This is an optimization exercise on Yosys and OpenROAD, whose aim is small area, a short achievable clock period and few clock cycles per item, not a production implementation.
Only simulation tests tie the RTL to the original design; equivalence was not proved.

Design fpu_top, start of the top module:
module fpu_top (
    input clk,                 
    input reset,               
    input control,             
    input [1:0] select,        
    input [31:0] A,            
    input [31:0] B,            
    output [31:0] result,      
    output exception,          
    output zeroDiv,            
    output reg done            
);
    function [7:0] add8;
        input [7:0] a, b;
        input       ci;
        reg c;
        integer i;
        begin
            c = ci;
            for (i = 0; i < 8; i = i + 1) begin
                add8[i] = a[i] ^ b[i] ^ c;
                c = (a[i] & b[i]) | (a[i] & c) | (b[i] & c);
            end
        end
    endfunction
    reg [31:0] a_q, b_q;
    reg [1:0]  sel_q;
    reg st1, st2, st3;
    reg [26:0] vs_q, vc_q;
    reg [15:0] qp_q, qn_q;
    wire is_div = sel_q[1] & sel_q[0];
    wire idle   = ~(st1 | st2 | st3);
    wire last   = (st1 & ~sel_q[1]) | (st2 & ~sel_q[0]) | st3;
    wire [31:0] as_out;
    wire        as_exc;
    add_sub add_sub_inst (.A(a_q), .B(b_q), .addsub(sel_q[0]), .out(as_out), .exception(as_exc));
    wire [23:0] ms;
    wire [24:0] mc;
    wire        mco, mhi;
    wire [25:0] ma3;
    mul_triple mtri (.ma({1'b1, a_q[22:0]}), .ma3(ma3));
    mul_rows mrows (.s_in(vs_q[23:0] & {24{~st1}}), .c_in(vc_q[24:0] & {25{~st1}}),
                    .ci(vs_q[24] & ~st1), .ma({1'b1, a_q[22:0]}), .ma3(ma3),
                    .mb(st1 ? b_q[11:0] : {1'b1, b_q[22:12]}),
                    .s_out(ms), .c_out(mc), .co(mco), .p_hi(mhi));
    wire [24:0] prod;            
    multiplier mul_inst (.vs(ms), .vc(mc), .ci(mco), .p23(mhi), .p(prod));
    wire [26:0] ws8, wc8;
    wire [7:0]  qp8, qn8;
    div_steps #(.N(8)) drows (.ys(vs_q), .yc(vc_q), .dv({1'b1, b_q[22:0]}),
                              .ws(ws8), .wc(wc8), .qp(qp8), .qn(qn8));
    wire [24:0] quot;            
  ...
For scale: roughly 160 flip-flops, about 100 I/O pins, ~28000 um2 of cells after synthesis.
Settings: LEC_CHECK=0, ABC_AREA=1, CAP_MARGIN=20, CORE_MARGIN=2, CORE_UTILIZATION=45, PLACE_DENSITY=0.6, SLEW_MARGIN=20; clock period 150.0 ns.
standard.sh (not shown) runs the stock make flow with config.mk's settings and CLKGATE_MAP_FILE= SYNTH_SCRIPT=/design/flow/synth_recipe.tcl, a recipe that flattens the netlist after the stock synthesis.
==> flow/flow/run.sh <==
#!/bin/bash
# The standard layout (standard.sh), except that the port buffers are
# sky130_fd_sc_hd__buf_1 cells instead of the default pick (a larger, slower
# delay buffer).  make's full output goes to standard.log; each ORFS step keeps
# its own log under orfs/logs.
set -euo pipefail
bash standard.sh "BUFFER_PORTS_ARGS=-buffer_cell sky130_fd_sc_hd__buf_1" finish > standard.log 2>&1
Testbench counts at the start, summed over its fixed seeds: cycles 26,295, ops 9,600.
==> next run, changes <==
==> flow/flow/run.sh (replaced) <==
#!/bin/bash
# The standard layout (standard.sh) with three changes:
#  - synthesis maps the logic with flow/abc_area.script (ABC's area-oriented
#    mapper, amap, run twice) in place of ORFS's abc_area.script.  The rest of synthesis
#    is ORFS's own, run from an unchanged copy of its scripts, so the
#    registers are those of the standard synthesis;
#  - the port buffers are sky130_fd_sc_hd__buf_1 cells instead of the
#    default pick (a larger, slower delay buffer);
#  - ORFS's timing repair (after clock tree synthesis and global routing)
#    works to a setup margin of 118 ns, that is, it repairs the paths longer
#    than 32 ns; the constraints themselves (constraint.sdc) are unchanged.
# make's full output goes to synth.log and finish.log; each ORFS step keeps
# its own log under orfs/logs.
set -euo pipefail
work=$(pwd)
rm -rf "$work/orfs_scripts"
cp -r "$FLOW_HOME/scripts" "$work/orfs_scripts"
cp "$work/flow/abc_area.script" "$work/orfs_scripts/abc_area.script"
ports="BUFFER_PORTS_ARGS=-buffer_cell sky130_fd_sc_hd__buf_1"
bash standard.sh "SCRIPTS_DIR=$work/orfs_scripts" "$ports" synth > synth.log 2>&1
bash standard.sh "$ports" SETUP_SLACK_MARGIN=118 finish > finish.log 2>&1
==> flow/flow/abc_area.script (new file) <==
strash
dch -f
amap
strash
dch -f
amap
topo
stime -c
buffer -c
upsize -c
dnsize -c
Effect: Die area fell by 8.0%. Worst setup slack is better by 0.050 ns. First-iteration DRC count increases by 23%. Wire length rose by 6.4%. Worst hold slack is better by 0.018 ns. Non-clock buffer count came out higher by 34.
==> next run, changes <==
==> flow/flow/run.sh (replaced) <==
#!/bin/bash
# The standard layout (standard.sh) with two changes:
#  - synthesis maps the logic with flow/abc_area.script (ABC's area-oriented
#    mapper, amap) in place of ORFS's abc_area.script.  The rest of synthesis
#    is ORFS's own, run from an unchanged copy of its scripts, so the
#    registers are those of the standard synthesis;
#  - the port buffers are sky130_fd_sc_hd__buf_1 cells instead of the
#    default pick (a larger, slower delay buffer).
# make's full output goes to synth.log and finish.log; each ORFS step keeps
# its own log under orfs/logs.
set -euo pipefail
work=$(pwd)
rm -rf "$work/orfs_scripts"
cp -r "$FLOW_HOME/scripts" "$work/orfs_scripts"
cp "$work/flow/abc_area.script" "$work/orfs_scripts/abc_area.script"
ports="BUFFER_PORTS_ARGS=-buffer_cell sky130_fd_sc_hd__buf_1"
bash standard.sh "SCRIPTS_DIR=$work/orfs_scripts" "$ports" synth > synth.log 2>&1
bash standard.sh "$ports" finish > finish.log 2>&1
==> flow/flow/abc_area.script (replaced) <==
strash
dch -f
amap
topo
stime -c
buffer -c
upsize -c
dnsize -c
After rerunning:
- The changed run completed with no timing, DRC or antenna violations
- global-route usage increases by 3.1 points
- routed wire length is higher by 7.5%
- core utilization decreases by 0.75 points
- cell area goes up by 0.54%
- synthesized cell count rises by 1.7%
- die area rises by 1.8%
- setup slack degrades by 4.1 ns
- hold slack improves by 0.023 ns
- final cell count rose by 1.4%
- fmax goes down by 12%
==> next run, changes <==
--- a/flow/flow/run.sh
+++ b/flow/flow/run.sh
@@ -1,3 +1,3 @@
 #!/bin/bash
-# The standard layout (standard.sh) with two changes:
+# The standard layout (standard.sh) with three changes:
 #  - synthesis maps the logic with flow/abc_area.script (ABC's area-oriented
@@ -7,3 +7,6 @@
 #  - the port buffers are sky130_fd_sc_hd__buf_1 cells instead of the
-#    default pick (a larger, slower delay buffer).
+#    default pick (a larger, slower delay buffer);
+#  - ORFS's timing repair (after clock tree synthesis and global routing)
+#    works to a setup margin of 118 ns, that is, it repairs the paths longer
+#    than 32 ns; the constraints themselves (constraint.sdc) are unchanged.
 # make's full output goes to synth.log and finish.log; each ORFS step keeps
@@ -17,2 +20,2 @@
 bash standard.sh "SCRIPTS_DIR=$work/orfs_scripts" "$ports" synth > synth.log 2>&1
-bash standard.sh "$ports" finish > finish.log 2>&1
+bash standard.sh "$ports" SETUP_SLACK_MARGIN=118 finish > finish.log 2>&1
Effect: Clock-buffer cell count does not change; sequential share of layout area came out lower by 0.12 points; core utilization came out higher by 0.45 points; non-clock buffer count came out higher by 14.

==> re-timing with driven ports <==
The results above use ideal ports. As a check the final layouts listed here were re-extracted and re-timed, cells and wires unchanged.
Step 1 sets driving cells, clkbuf_16 on the clock port and buf_2 on the other inputs (assumed; they add their load-dependent delay and slew).
Step 2 adds t to the input delays and takes it off the output delays; t is the mean of the earliest and latest rising clock arrival at the registers after step 1. Input paths then give back, and output paths get back, about the clock's delay inside the block.
Three values: no drivers, after step 1, after step 2; two values: the first two.
| run | shift t [ns] | setup WS [ns] | hold slack, ns | worst setup path at the end | cell pins on the clock port's net |
|---|---|---|---|---|---|
| the first run | 0.581 | 118.581 / 118.511 / 119.093 | 0.349 / 0.349 / 0.349 | register to output | 1 |
| the second run | 0.569 | 118.631 / 118.561 / 119.130 | 0.367 / 0.367 / 0.367 | register to output | 1 |
| the third run | 0.568 | 114.534 / 114.534 / 114.534 | 0.390 / 0.390 / 0.390 | register to register | 1 |
| the fourth run | 0.569 | 118.721 / 118.660 / 118.725 | 0.391 / 0.391 / 0.391 | input to register | 1 |
After both steps every run listed still meets setup and hold.
